This is an optimization exercise on Yosys and OpenROAD, whose aim is small area, not a production implementation.
Only simulation tests tie the RTL to the original design; equivalence was not proved.
Power and IR drop assume default switching activity.

`config.mk`:
```
export PLATFORM = sky130hd
export DESIGN_NAME = riscy_core
export DESIGN_NICKNAME = riscy_core
export VERILOG_FILES = /design/flow/design.v
export SDC_FILE = /design/flow/constraint.sdc
export NUM_CORES = 4
export LEC_CHECK = 0
export CAP_MARGIN = 20
export CORE_MARGIN = 2
export CORE_UTILIZATION = 40
export SLEW_MARGIN = 20
```
`constraint.sdc`:
```
create_clock -name core_clock -period 11.0 [get_ports {clk}]
set_input_delay 2.2000 -clock core_clock [delete_from_list [all_inputs] [get_ports {clk}]]
set_output_delay 2.2000 -clock core_clock [all_outputs]
set_load 0.01 [all_outputs]
```
`design.v`:
```
module riscy_core (
  input clk,
  input rst,
  output instr_req_o,
  output [31:0] instr_addr_o,
  input instr_rvalid_i,
  input [31:0] instr_rdata_i,
  output data_req_o,
  output data_we_o,
  output [3:0] data_be_o,
  output [31:0] data_addr_o,
  output [31:0] data_wdata_o,
  input data_rvalid_i,
  input [31:0] data_rdata_i,
  output rf_we_o,
  output [4:0] rf_waddr_o,
  output [31:0] rf_wdata_o
);
  localparam [2:0] C_NONE = 3'd0, C_U = 3'd1, C_R = 3'd2, C_I = 3'd3,
                   C_B = 3'd4, C_J = 3'd5, C_L = 3'd6, C_S = 3'd7;
  wire [31:0] iw = instr_rdata_i;
  wire [6:0] op = iw[6:0];
  wire [2:0] f3 = iw[14:12];
  wire f7_0 = iw[31:25] == 7'h00;
  wire f7_20 = iw[31:25] == 7'h20;
  wire is_nop = op == 7'b0000000 && iw[19:15] == 5'd0 && iw[11:7] == 5'd0;
  reg [2:0] cls;
  always @* begin
    cls = C_NONE;
    case (op)
      7'b0010011: if ((f3 != 3'b001 && f3 != 3'b101) || f7_0 || (f3 == 3'b101 && f7_20)) cls = C_I;
      7'b0110011: if (f7_0 || (f7_20 && (f3 == 3'b000 || f3 == 3'b101))) cls = C_R;
      7'b0110111, 7'b0010111: cls = C_U;
      7'b1101111: cls = C_J;
      7'b1100111: if (f3 == 3'b000) cls = C_J;
      7'b1100011: if (f3[2:1] != 2'b01) cls = C_B;
      7'b0000011: if (f3 != 3'b011 && f3[2:1] != 2'b11) cls = C_L;
      7'b0100011: if (f3[2:1] != 2'b11 && f3 != 3'b011 && !f3[2]) cls = C_S;
      default: if (is_nop) cls = C_I;
    endcase
  end
  wire [31:7] iw_m = is_nop ? {12'b0, iw[19:15], 3'b000, iw[11:7]} : iw[31:7];
  reg [2:0] f_cls;
  reg [31:7] f_ins;
  reg [31:0] f_pc;
  reg req_q;
  wire br;
  wire [31:0] sum;
  wire [31:0] pc = br ? sum : f_pc + 32'd1;
  assign instr_addr_o = pc;
  assign instr_req_o = req_q;
  always @(posedge clk) begin
    req_q <= !rst;
    if (rst) begin
      f_cls <= C_NONE;
      f_pc <= 32'hffffffff;
    end else if (instr_rvalid_i) begin
      f_cls <= cls;
      f_pc <= pc;
    end
    if (instr_rvalid_i)
      f_ins <= iw_m;
  end
  reg [1023:0] rf;
  wire we = rf_we_o;
  wire [4:0] wa = rf_waddr_o;
  wire [31:0] wd = rf_wdata_o;
  genvar gi;
  generate
    for (gi = 0; gi < 32; gi = gi + 1) begin : g_rf
      always @(posedge clk)
        if (we && wa == gi)
          rf[gi*32 +: 32] <= wd;
    end
  endgenerate
  wire [31:0] sel1 = 32'd1 << f_ins[19:15];
  wire [31:0] sel2 = 32'd1 << f_ins[24:20];
  reg [31:0] rd1, rd2;
  integer k;
  always @* begin
    rd1 = 32'd0;
    rd2 = 32'd0;
    for (k = 0; k < 32; k = k + 1) begin
      rd1 = rd1 | ({32{sel1[k]}} & rf[k*32 +: 32]);
      rd2 = rd2 | ({32{sel2[k]}} & rf[k*32 +: 32]);
    end
  end
  reg [2:0] d_cls;
  reg [31:7] d_ins;
  reg [31:0] d_pc;
  reg [31:0] d_rs1, d_rs2;
  always @(posedge clk) begin
    if (rst)
      d_cls <= C_NONE;
    else if (instr_rvalid_i)
      d_cls <= f_cls;
    if (instr_rvalid_i) begin
      d_ins <= f_ins;
      d_pc <= f_pc;
      d_rs1 <= rd1;
      d_rs2 <= rd2;
    end
  end
  wire c_r = d_cls == C_R;
  wire c_i = d_cls == C_I;
  wire c_s = d_cls == C_S;
  wire c_b = d_cls == C_B;
  wire c_j = d_cls == C_J;
  wire c_bj = d_cls[2:1] == 2'b10;
  wire c_mem = d_cls[2:1] == 2'b11;
  wire c_alu = d_cls[2:1] == 2'b01;
  wire c_wr = c_alu || d_cls == C_U || c_j;
  wire [2:0] e_f3 = d_ins[14:12];
  wire sub = d_ins[31:25] == 7'h20 && !c_bj;
  reg [31:0] src2;
  always @* begin
    if (c_r) src2 = d_rs2;
    else if (c_s) src2 = {20'b0, d_ins[31:25], d_ins[11:7]};
    else if (c_b) src2 = {20'b0, d_ins[7], d_ins[30:25], d_ins[11:8], d_ins[31]};
    else if (c_j) src2 = {12'b0, d_ins[31:12]};
    else src2 = {20'b0, d_ins[31:20]};
  end
  wire [31:0] src1 = c_bj ? d_pc : d_rs1;
  wire [32:0] add = {1'b0, src1} + {1'b0, src2 ^ {32{sub}}} + {32'b0, sub};
  assign sum = add[31:0];
  wire ltu = add[32] ^ sub;
  wire ovf = (!src1[31] && src2[31] && sum[31]) || (src1[31] && !src2[31] && !sum[31]);
  wire lt = sum[31] != ovf;
  wire sh_left = !e_f3[2];
  wire fill = sh_left ? 1'b0 : (sub ? src1[31] : 1'b1);
  wire big = c_r && |src2[31:5];
  reg [31:0] sh_in, sh_out_l;
  integer b;
  always @* begin
    for (b = 0; b < 32; b = b + 1)
      sh_in[b] = sh_left ? src1[31-b] : src1[b];
  end
  wire [63:0] sh_ext = {{32{fill}}, sh_in} >> src2[4:0];
  wire [31:0] sh_out = big ? {32{fill}} : sh_ext[31:0];
  always @* begin
    for (b = 0; b < 32; b = b + 1)
      sh_out_l[b] = sh_out[31-b];
  end
  reg [31:0] res;
  always @* begin
    case (e_f3)
      3'b000: res = sum;
      3'b001: res = sh_out_l;
      3'b010: res = {31'b0, lt};
      3'b011: res = {31'b0, ltu};
      3'b100: res = src1 ^ src2;
      3'b101: res = sh_out;
      3'b110: res = src1 | src2;
      default: res = src1 & src2;
    endcase
    if (!c_alu) res = 32'b0;
  end
  wire eq = d_rs1 == d_rs2;
  assign br = c_j || (c_b && (eq ^ e_f3[0]));
  assign data_req_o = c_mem;
  assign data_we_o = d_cls[0];
  assign data_addr_o = sum;
  assign data_wdata_o = d_rs2;
  reg [3:0] be;
  always @* begin
    be = 4'b0000;
    case (e_f3[1:0])
      2'b00: case (sum[1:0])
               2'd0: be = 4'b1000;
               2'd1: be = 4'b1001;
               2'd2: be = 4'b1010;
               default: be = 4'b1100;
             endcase
      2'b01: if (sum[1:0] == 2'd0) be = 4'b0010;
             else if (sum[1:0] == 2'd2) be = 4'b0011;
      2'b10: be = 4'b0001;
      default: be = 4'b0000;
    endcase
  end
  assign data_be_o = be;
  reg [31:0] w_res;
  reg w_we;
  reg [4:0] w_rd;
  reg [2:0] l_f3;
  reg [1:0] l_off;
  always @(posedge clk) begin
    w_res <= res;
    w_we <= c_wr;
    w_rd <= d_ins[11:7];
    l_f3 <= e_f3;
    l_off <= sum[1:0];
  end
  wire [31:0] dr = data_rdata_i;
  reg [31:0] ld;
  always @* begin
    ld = 32'b0;
    case (l_f3)
      3'b000: case (l_off)
                2'd0: ld = {{24{dr[7]}}, dr[7:0]};
                2'd1: ld = {{23{dr[15]}}, dr[15:7]};
                2'd2: ld = {{24{dr[23]}}, dr[23:16]};
                default: ld = {{24{dr[31]}}, dr[31:24]};
              endcase
      3'b001: if (l_off == 2'd0) ld = {{16{dr[15]}}, dr[15:0]};
              else if (l_off == 2'd2) ld = {{16{dr[31]}}, dr[31:16]};
      3'b010: ld = dr;
      3'b100: case (l_off)
                2'd0: ld = {24'b0, dr[7:0]};
                2'd1: ld = {23'b0, dr[15:7]};
                2'd2: ld = {24'b0, dr[23:16]};
                default: ld = {24'b0, dr[31:24]};
              endcase
      3'b101: if (l_off == 2'd0) ld = {16'b0, dr[15:0]};
              else if (l_off == 2'd2) ld = {16'b0, dr[31:16]};
      default: ld = 32'b0;
    endcase
  end
  assign rf_we_o = data_rvalid_i || w_we;
  assign rf_waddr_o = w_rd;
  assign rf_wdata_o = data_rvalid_i ? ld : w_res;
endmodule
```
`run.sh`:
```
#!/bin/bash
# synth_recipe.tcl (not shown) runs the flow's synth.tcl, then flattens the netlist and writes it again
# the make line also repeats each setting of config.mk as NAME=value (left out here)
make -C /OpenROAD-flow-scripts/flow DESIGN_CONFIG=/design/flow/config.mk WORK_HOME=/design/flow/orfs CLKGATE_MAP_FILE= SYNTH_SCRIPT=/design/flow/synth_recipe.tcl finish
```
==> results.txt, run 1 <==
outcome -> finished clean
antenna-violating nets left -> 0
minimum clock period -> 9.57 ns
Primary FF master, synth -> edfxtp_1
clock root cell -> clkbuf_16
Post-DP Area -> 65000 um^2
Pre-antenna DRT Iters -> 12
fin crit share -> 87.0%
FP Rows -> 141
post-synthesis async set-or-reset flop share -> 0%
net load switching power -> 3.62 mW
worst path arrival time -> 7.37 ns
switching share of total power -> 29.7%
Die X -> 389 um
pwr/cell area -> 176 nW/um^2
Fmax -> 105 MHz
GR Util met1 -> 47.2%
max_cap viols -> 0
postcts setup bufs -> 0
num ports -> 209
drt via density -> 7.64
Max Slew Vio Count -> 0
GR Util All Layers -> 39.9%
static leakage -> 23.1 nW
area leader, netlist -> edfxtp_1
global route total overflow -> 0
YS warnings -> 1
vias in the first global route -> 48300
EDFF count, synth -> 1170
clock power share -> 37.0%
Comb power frac -> 17.2%
sequential power share -> 45.7%
Cell Int Power -> 8.59 mW
RSZ-0062 raised after global routing -> false
core box area -> 148000 um^2
detailed-route wire length -> 313000 um
Mapped Nets -> 4787
Yosys reg bits -> 1252
Initial Util -> 40.2%
clk buf depth -> 3
die area -> 152000 um^2
Max-Slew Margin vs Limit -> 7.83%
syn avg cell area -> 12.9 um^2
Sink Count -> 1252
Hold Crit Class -> reg -> reg
CTS buffer count -> 133
Cells after Synth -> 4620
most numerous cell in the Yosys netlist -> edfxtp_1
Clk pin slew, worst setup/hold paths -> 0.06 ns
clock latency on the worst-skew pair -> 0.81 ns
drt wl/cell -> 45.4 um
IO Port Bufs -> 208
first-pass GRT wire length -> 413000 um
Setup crit start kind -> flip-flop
DRT iter0 DRCs -> 12200
post-cts sizing count -> 0
layer with the highest usage -> met2
Least-Margin Pin Slew -> 1.37 ns
P&R area growth vs syn -> 16.8%
post-synth top area share -> 59.1%
synth cell count leaders -> edfxtp_1, a22oi_1, clkbuf_1
largest net degree at the start of global routing -> 74
critical path class -> reg -> out
maximum VDD drop -> 148 uV
non-filler cells, final -> 6893
initial antenna violation count -> 18
Die Height -> 389 um
hold buffers post-CTS -> 0
register area share after synthesis -> 61.9%
RePlAce Congestion -> 1.10
worst path required time -> 8.80 ns
met3 Track Usage GR -> 17.8%
H-Tree Depth -> 4
grt met2 use -> 56.6%
Mapped Area -> 59400 um^2
drt drc -> 0
final count of negative-setup-slack endpoints -> 0
critical path endpoint category -> output port
post-route cell area -> 69400 um^2
Total Neg Setup Slack -> 0 ns
ranking of synthesized cells by area -> edfxtp_1, a22oi_1, a221oi_1
Fin. Hold Viols -> 0
Clock Skew -> 0.0372 ns
post-synth cell types -> 87
worst-path fanout max -> 36
detailed-route via count -> 52700
CTS tree -> built
post-placement cell count -> 6631
post-DP HPWL -> 181000 um
share of cells above drive strength 1 -> 12.4%
nets -> 5004
[cell type report]
cell class	count	area (um^2)
antenna	21	52.6
clock buffer	163	3500
clock inverter	77	787
fill	12900	78300
inverter	130	490
multi-input combinational	2914	21800
sequential	1252	36800
tap	1930	2410
timing repair buffer	406	3590
[metal layers]
layer,share of wire [%],routed length (um),vias to the layer above
met3,17,51800,1755
met4,9.8,30800,24
li1,-,-,19400
met5,0.083,258,-
met1,33,102000,25500
met2,41,128000,6001
[through the flow]
stage / worst slack [ns] / util (%) / hold slack [ns] / power, mW
global route: 0.953 / 47.0 / 0.430 / 12.4
CTS: 1.55 / 46.9 / 0.420 / 12.1
finish: 1.43 / 47.0 / 0.419 / 12.2
detailed placement: 2.43 / 44.0 / 0.405 / 7.66
floorplan: 4.33 / - / 0.346 / 6.55
global placement: 2.47 / 44.0 / 0.403 / 7.66
[power by group through the flow]
stage                     clock network (mW)  registers, mW  logic, mW
after global routing                    4.69           5.58       2.15
after floorplan                            0           5.56      0.988
after detailed placement                   0           5.67       1.99
after global placement                     0           5.67       1.99
final                                   4.52           5.58       2.11
after CTS                               4.51           5.57       2.00
[path summary, 6_finish.rpt]
check	startpoint	endpoint	slack (ns)	depth (start not counted)
worst min register to register	f_ins[11]$_DFFE_PP_	d_ins[11]$_DFFE_PP_	0.42	0
worst max-delay path	d_cls[2]$_SDFFE_PP0P_	instr_addr_o[28]	1.43	19
worst max register to register	d_cls[2]$_SDFFE_PP0P_	w_res[26]$_SDFF_PP0_	3.83	17
worst min-delay path	f_ins[11]$_DFFE_PP_	d_ins[11]$_DFFE_PP_	0.42	0
[layout by cell type (no fill, tap or decap), types with 96 or more instances in the layout]
cell type / synthesis / final
nor2_1: 245 / 149
clkdlybuf4s50_1: 0 / 206
a21oi_1: 163 / 163
inv_1: 123 / 123
nor2_4: 0 / 96
nand2_1: 165 / 164
buf_4: 5 / 196
edfxtp_1: 1170 / 1170
clkbuf_16: 0 / 136
mux2i_1: 116 / 116
a22oi_1: 653 / 653
a221oi_1: 212 / 212
ha_1: 98 / 98
nand4_1: 184 / 184
o21ai_0: 143 / 142
a22o_1: 199 / 199
nand3_1: 103 / 102
[worst max-delay path: stages, from the launching register on]
cell and delay, ns:
dfxtp_1 0.60, nand2b_2 0.18, buf_4 0.55, o221ai_1 0.30
o22ai_4 0.15, buf_4 0.48, inv_2 0.40, xnor2_1 0.29
inv_1 0.09, fa_1 0.42, nand2b_1 0.18, a21oi_1 0.28
o31a_1 0.21, o21a_1 0.25, o21ai_0 0.28, o21ai_0 0.55
a21o_1 0.24, xor2_1 0.31, mux2_2 0.23, clkdlybuf4s50_1 0.53
[cell families (layout without fill, tap and decap cells)]
family | count (synthesis) | count (layout) | share of synthesized area [%]
mux | 163 | 163 | 3.22
flops | 1252 | 1252 | 61.9
xor+xnor | 124 | 124 | 1.83
other cells | 0 | 21 | 0
fa+ha+maj | 101 | 101 | 2.13
compound gates | 1583 | 1583 | 19.7
simple gates | 943 | 943 | 8.17
buf+inv | 454 | 776 | 3.06
[flip-flops by register name, summed over array words and instances, names as in the netlist]
name   count
w_we       1
f_pc      32
rf      1024
d_cls      3
w_res     32
l_f3       3
d_rs2     32
f_cls      3
l_off      2
d_ins     25
w_rd       5
d_pc      32
d_rs1     32
req_q      1
f_ins     25
==> inputs of run 2 (changes only) <==
--- a/design.v
+++ b/design.v
@@ -79,9 +79,9 @@
   integer k;
   always @* begin
-    rd1 = 32'd0;
-    rd2 = 32'd0;
+    rd1 = 32'hffffffff;
+    rd2 = 32'hffffffff;
     for (k = 0; k < 32; k = k + 1) begin
-      rd1 = rd1 | ({32{sel1[k]}} & rf[k*32 +: 32]);
-      rd2 = rd2 | ({32{sel2[k]}} & rf[k*32 +: 32]);
+      rd1 = rd1 & ({32{~sel1[k]}} | rf[k*32 +: 32]);
+      rd2 = rd2 & ({32{~sel2[k]}} | rf[k*32 +: 32]);
     end
   end
--- a/config.mk
+++ b/config.mk
@@ -6,6 +6,9 @@
 export NUM_CORES = 4
 export LEC_CHECK = 0
-export CAP_MARGIN = 20
+export CAP_MARGIN = 10
 export CORE_MARGIN = 2
 export CORE_UTILIZATION = 40
-export SLEW_MARGIN = 20
+export CTS_BUF_LIST = sky130_fd_sc_hd__clkbuf_8
+export CTS_CLUSTER_DIAMETER = 50
+export CTS_CLUSTER_SIZE = 15
+export SLEW_MARGIN = 10
==> run 2 against run 1 <==
Against the previous run:
- cell count shrank 0.81%
- still clean on timing, DRC and antenna
- critical path depth shrank 2
- non-clock buffer count shrank 46
==> results.txt, run 2 <==
outcome -> finished clean
syn avg cell area -> 12.6 um^2
ranking of synthesized cells by area -> edfxtp_1, o22ai_1, dfxtp_1
post-synthesis async set-or-reset flop share -> 0%
antenna-violating nets left -> 0
final count of negative-setup-slack endpoints -> 0
static leakage -> 22.6 nW
global route total overflow -> 0
detailed-route wire length -> 308000 um
Yosys reg bits -> 1252
R2R cell count -> 17
register area share after synthesis -> 63.1%
drt wl/cell -> 45.1 um
num ports -> 209
drt via density -> 7.58
Total Neg Setup Slack -> 0 ns
area leader, netlist -> edfxtp_1
Max-Slew Margin vs Limit -> 13.5%
Fmax -> 104 MHz
RSZ-0062 raised after global routing -> false
most numerous cell in the Yosys netlist -> edfxtp_1
drt drc -> 0
critical path endpoint category -> output port
share of cells above drive strength 1 -> 11.6%
Die Height -> 386 um
post-synth top area share -> 60.3%
synth cell count leaders -> edfxtp_1, o22ai_1, nand2_1
R2R setup slack -> 4.36 ns
Least-Margin Pin Slew -> 1.30 ns
DRT iter0 DRCs -> 11700
Max Slew Vio Count -> 0
Cells after Synth -> 4643
clock root cell -> clkbuf_8
pwr/cell area -> 167 nW/um^2
Mapped Nets -> 4810
Largest Register -> rf
Die X -> 386 um
worst path arrival time -> 7.44 ns
core box area -> 145000 um^2
Hold Crit Class -> reg -> reg
post-cts sizing count -> 0
hold path cells -> 0
worst path required time -> 8.80 ns
Initial Util -> 40.1%
H-Tree Depth -> 4
Fin. Hold Viols -> 0
FP Rows -> 140
Clk pin slew, worst setup/hold paths -> 0.09 ns
P&R area growth vs syn -> 13.8%
max_cap viols -> 0
clk buf depth -> 3
Mapped Area -> 58300 um^2
vias in the first global route -> 47600
first-pass GRT wire length -> 406000 um
post-route cell area -> 66300 um^2
Pre-antenna DRT Iters -> 12
clock latency on the worst-skew pair -> 0.96 ns
GR Util All Layers -> 40.2%
CTS tree -> built
hold buffers post-CTS -> 0
CTS buffer count -> 132
EDFF count, synth -> 1170
maximum VDD drop -> 104 uV
Sink Count -> 1252
YS warnings -> 1
nets -> 4985
Clock Skew -> 0.0970 ns
initial antenna violation count -> 15
post-synth cell types -> 104
number of flip-flops in the largest register -> 1024
post-DP HPWL -> 172000 um
most frequent cells in the layout -> edfxtp_1, o22ai_1, nor4_1
Setup crit start kind -> flip-flop
largest net degree at the start of global routing -> 93
commonest non-fill, non-tap cell in the layout -> edfxtp_1
detailed-route via count -> 51800
worst-path fanout max -> 36
RePlAce Congestion -> 1.03
die area -> 149000 um^2
minimum clock period -> 9.64 ns
fin crit share -> 87.6%
IO Port Bufs -> 208
postcts setup bufs -> 0
Post-DP Area -> 63400 um^2
Primary FF master, synth -> edfxtp_1
critical path class -> reg -> out
-- run 2: changes by cell type in the layout (fill, tap and decap cells not counted), moves of 64 or more --
| cell | change |
|---|---|
| a22oi_1 | -643 |
| nor2_4 | -64 |
| and3_1 | +75 |
| nor4_1 | +192 |
| nand4_1 | -168 |
| clkbuf_8 | +138 |
| a221oi_1 | -187 |
| o22ai_1 | +891 |
| o22a_1 | +66 |
| a22o_1 | -199 |
| clkbuf_16 | -136 |
-- run 2: area by class of cell --
cell class	instances	area, um^2
inverters	138	523
diodes	10	25.0
repair buffers	360	3220
fillers	13100	78900
well taps	1917	2400
multi-input cells	2934	20500
flip-flops and latches	1252	36800
clock buffers	138	1900
clock inverters	88	961
-- run 2: cells by family (layout without fill, tap and decap cells) --
| group | count (synthesis) | count (layout) | share of synthesized area (%) |
|---|---|---|---|
| compound gates | 1587 | 1587 | 18.0 |
| other cells | 0 | 10 | 0 |
| mux | 162 | 162 | 2.98 |
| fa+ha+maj | 99 | 99 | 2.14 |
| xor+xnor | 121 | 121 | 1.82 |
| flops | 1252 | 1252 | 63.1 |
| buf+inv | 457 | 724 | 3.15 |
| simple gates | 965 | 965 | 8.85 |
-- run 2: worst paths after layout --
check                             start                   to
setup / recovery  d_cls[1]$_SDFFE_PP0P_     instr_addr_o[30]
hold / removal      d_ins[11]$_DFFE_PP_      w_rd[4]$_DFF_P_
setup reg to reg  d_cls[1]$_SDFFE_PP0P_  w_res[0]$_SDFF_PP0_
hold reg to reg     d_ins[11]$_DFFE_PP_      w_rd[4]$_DFF_P_
-- run 2: routing by layer --
layer  vias up  track usage [%]  routed length, um
li1      19300                -                  -
met4        16             28.5              29000
met1     25100             47.4             101000
met5         -            0.617                366
met2      5775             58.1             127000
met3      1693             18.2              51000
-- run 2: critical path, cell delays in order, from the launching register on --
cell and delay [ns]:
dfxtp_1 0.32, buf_4 0.26, nand2b_2 0.18, buf_4 0.56, nand4_1 0.89, mux2i_4 0.64, inv_1 0.12, fa_1 0.47
nor2b_1 0.16, o21bai_1 0.12, a2111o_1 0.49, a311oi_1 0.53, o21ai_1 0.25, o21ai_1 0.35, mux2_2 0.39, o21ai_0 0.15
o21ai_1 0.11, clkdlybuf4s50_1 0.50
-- run 2: report_power, final --
group | internal [mW] | leakage, nW | switching [mW] | total [mW]
clock network | 1.53 | 1.47 | 1.86 | 3.39
logic | 0.684 | 9.65 | 1.44 | 2.13
registers | 5.37 | 11.5 | 0.197 | 5.57
total | 7.59 | 22.6 | 3.50 | 11.1
-- run 2: through the flow --
step	hold WS (ns)	worst slack (ns)	cells	util, %	total power, mW
finish	0.422	1.36	6837	45.7	11.1
global placement	0.400	2.43	6600	43.7	7.69
global route	0.431	1.04	6828	45.7	11.3
floorplan	0.346	4.29	4643	-	6.55
CTS	0.423	1.45	6826	45.7	11.0
detailed placement	0.399	2.45	6600	43.7	7.68
==> inputs of run 3 (changes only) <==
==> flow/run.sh (new file) <==
#!/bin/bash
set -e
cd "$(dirname "$0")/.."
export BUFFER_PORTS_ARGS="-buffer_cell sky130_fd_sc_hd__buf_1"
echo "export BUFFER_PORTS_ARGS = -buffer_cell sky130_fd_sc_hd__buf_1" >> config.mk
bash standard.sh > standard.log 2>&1
==> standard.sh (new file) <==
#!/bin/bash
# synth_recipe.tcl (not shown) runs the flow's synth.tcl, then flattens the netlist and writes it again
# the make line also repeats each setting of config.mk as NAME=value (left out here)
make -C /OpenROAD-flow-scripts/flow DESIGN_CONFIG=/design/flow/config.mk WORK_HOME=/design/flow/orfs CLKGATE_MAP_FILE= SYNTH_SCRIPT=/design/flow/synth_recipe.tcl "${@:-finish}"
--- a/config.mk
+++ b/config.mk
@@ -13,2 +13,3 @@
 export CTS_CLUSTER_SIZE = 15
 export SLEW_MARGIN = 10
+export BUFFER_PORTS_ARGS = -buffer_cell sky130_fd_sc_hd__buf_1
removed: run.sh
==> run 3 against run 2 <==
Against the previous run:
- cell count is 0.10% lower
- sequential power about the same
- maximum frequency rose by 1.9%
- sequential cell count unchanged
- clock skew shrank 0.024 ns
- utilization decreased by 0.99 points
- setup slack improved by 0.18 ns
- non-clock buffer count down 12
- worst hold slack got worse by 0.0037 ns
- combinational power down 8%
- synthesized cell count is the same
- global-route usage is 0.21 points lower
==> results.txt, run 3 <==
Clock Skew -> 0.0725 ns
hold buffers post-CTS -> 0
die area -> 149000 um^2
Layout Utilization -> 44.7%
Largest Register -> rf
drt drc -> 0
register area share after synthesis -> 63.1%
critical path class -> reg -> out
area leader, netlist -> edfxtp_1
clock root cell -> clkbuf_8
# fillers -> 13200
Yosys reg bits -> 1252
P&R area growth vs syn -> 11.4%
critical path endpoint category -> output port
post-synth top area share -> 60.3%
vias in the first global route -> 47900
outcome -> finished clean
core box area -> 145000 um^2
Hold Crit Class -> reg -> reg
clk buf depth -> 3
worst path required time -> 8.80 ns
fin crit share -> 86.0%
Cells after Synth -> 4643
Initial Util -> 40.1%
post-synth cell types -> 104
Fmax -> 106 MHz
drt via density -> 7.62
Least-Margin Pin Slew -> 1.30 ns
multi-input logic area -> 20500 um^2
syn avg cell area -> 12.6 um^2
non-filler cells, final -> 6830
RePlAce Congestion -> 1.02
num ports -> 209
Die Height -> 386 um
GR Util All Layers -> 40.0%
antenna-violating nets left -> 0
minimum clock period -> 9.46 ns
post-placement cell count -> 6589
Mapped Area -> 58300 um^2
Sink Count -> 1252
YS warnings -> 1
postcts setup bufs -> 0
most frequent cells in the layout -> edfxtp_1, o22ai_1, nor4_1
R2R cell count -> 17
Mapped Nets -> 4810
Fin. Hold Viols -> 0
Register Area -> 36800 um^2
hold path cells -> 0
Final Power -> 10.9 mW
Max Slew Vio Count -> 0
post-synthesis async set-or-reset flop share -> 0%
DRT iter0 DRCs -> 11700
Pre-antenna DRT Iters -> 17
drt wl/cell -> 45.0 um
RSZ-0062 raised after global routing -> false
post-cts sizing count -> 0
initial antenna violation count -> 11
FP Rows -> 140
detailed-route wire length -> 308000 um
final count of negative-setup-slack endpoints -> 0
IO Port Bufs -> 208
worst-path fanout max -> 32
synth cell count leaders -> edfxtp_1, o22ai_1, nand2_1
Die X -> 386 um
global route total overflow -> 0
first-pass GRT wire length -> 404000 um
Total Neg Setup Slack -> 0 ns
clock latency on the worst-skew pair -> 0.96 ns
commonest non-fill, non-tap cell in the layout -> edfxtp_1
most numerous cell in the Yosys netlist -> edfxtp_1
H-Tree Depth -> 4
worst hold slack -> 0.418 ns
share of cells above drive strength 1 -> 11.4%
static leakage -> 21.9 nW
ranking of synthesized cells by area -> edfxtp_1, o22ai_1, dfxtp_1
Setup crit start kind -> flip-flop
pwr/cell area -> 168 nW/um^2
nets -> 4972
max_cap viols -> 0
detailed-route via count -> 52100
Clk pin slew, worst setup/hold paths -> 0.08 ns
Max-Slew Margin vs Limit -> 13.2%
worst path arrival time -> 7.26 ns
CTS buffer count -> 131
Primary FF master, synth -> edfxtp_1
post-DP HPWL -> 171000 um
maximum VDD drop -> 130 uV
EDFF count, synth -> 1170
number of flip-flops in the largest register -> 1024
largest net degree at the start of global routing -> 59
CTS tree -> built
-- run 3: cell counts after synthesis --
Identical to the previous run, type by type.
-- run 3: power breakdown --
group          internal [mW]  total (mW)  switching [mW]
Combinational          0.540        1.96            1.42
Sequential              5.37        5.57           0.200
Clock                   1.49        3.39            1.90
Total                   7.41        10.9            3.52
-- run 3: path summary, 6_finish.rpt --
path | start | to | slack [ns]
worst max register to register | d_cls[1]$_SDFFE_PP0P_ | w_res[30]$_SDFF_PP0_ | 4.37
worst max-delay path | d_cls[1]$_SDFFE_PP0P_ | instr_addr_o[30] | 1.54
worst min register to register | f_ins[7]$_DFFE_PP_ | d_ins[7]$_DFFE_PP_ | 0.42
worst min-delay path | f_ins[7]$_DFFE_PP_ | d_ins[7]$_DFFE_PP_ | 0.42
-- run 3: per-layer routing --
metal / track usage, % / share of wire (%) / up-vias
met5: 1.01 / 0.15 / -
met4: 29.2 / 9.7 / 10
met3: 18.8 / 16 / 1807
met2: 57.8 / 41 / 5899
met1: 46.3 / 33 / 25100
li1: - / - / 19300
-- run 3: per-stage QoR --
stage,cell area [um^2],setup slack [ns]
after floorplan,58300,4.29
after CTS,64900,1.65
after global routing,64900,1.30
final,64900,1.54
after detailed placement,62000,2.65
after global placement,62000,2.68
-- run 3: cells by family (layout without fill, tap and decap cells) --
kind of cell / Yosys count / after routing / synth area share [%]
AND/OR/NAND/NOR: 965 / 965 / 8.85
buffers and inverters: 457 / 710 / 3.15
adder cells (fa/ha/maj): 99 / 99 / 2.14
XOR/XNOR: 121 / 121 / 1.82
AO/OA/AOI/OAI: 1587 / 1587 / 18.0
other: 0 / 17 / 0
multiplexers: 162 / 162 / 2.98
flip-flops: 1252 / 1252 / 63.1
-- run 3: final cells by class --
cell class,count,area share [%]
inverter,138,0.806
multi-input combinational,2934,31.6
clock inverter,90,1.50
clock buffer,134,2.84
tap,1917,3.70
timing repair buffer,348,2.83
antenna,17,0.0655
sequential,1252,56.7
-- run 3: critical path, stage by stage (launching register included) --
cell and delay [ns]:
dfxtp_1 0.89, or3b_1 0.75, o32a_2 0.31, buf_4 0.28, inv_6 0.31, mux2i_4 0.47
inv_1 0.12, fa_1 0.46, nor2b_1 0.17, o21bai_1 0.12, a2111o_1 0.49, a311oi_1 0.50
o21ai_1 0.23, o21ai_1 0.36, mux2_2 0.39, o21ai_0 0.17, o21ai_1 0.12, buf_1 0.15

==> what the ideal ports hide <==
The results above use ideal ports. As a check the final layouts listed here were re-extracted and re-timed, cells and wires unchanged. Step 1 sets driving cells, clkbuf_16 on the clock port and buf_2 on the other inputs (assumed; they add their load-dependent delay and slew). Step 2, shift: input delay + t, output delay - t, t = (earliest + latest rising clock arrival at the registers) / 2. This alone moves slack from input paths to output paths. Slacks: no drivers / after step 1 / after step 2; pairs: no drivers / after step 1.
run | t (ns) | slack for setup (ns) | worst setup path at the end | cell pins on the clock port's net
run 1 | 0.874 | 1.432 / 1.350 / 2.224 | register to output | 1
run 2 | 0.986 | 1.359 / 1.283 / 2.269 | register to output | 1
run 3 | 0.996 | 1.537 / 1.463 / 2.459 | register to output | 1
After both steps setup and hold are still met in every run listed.
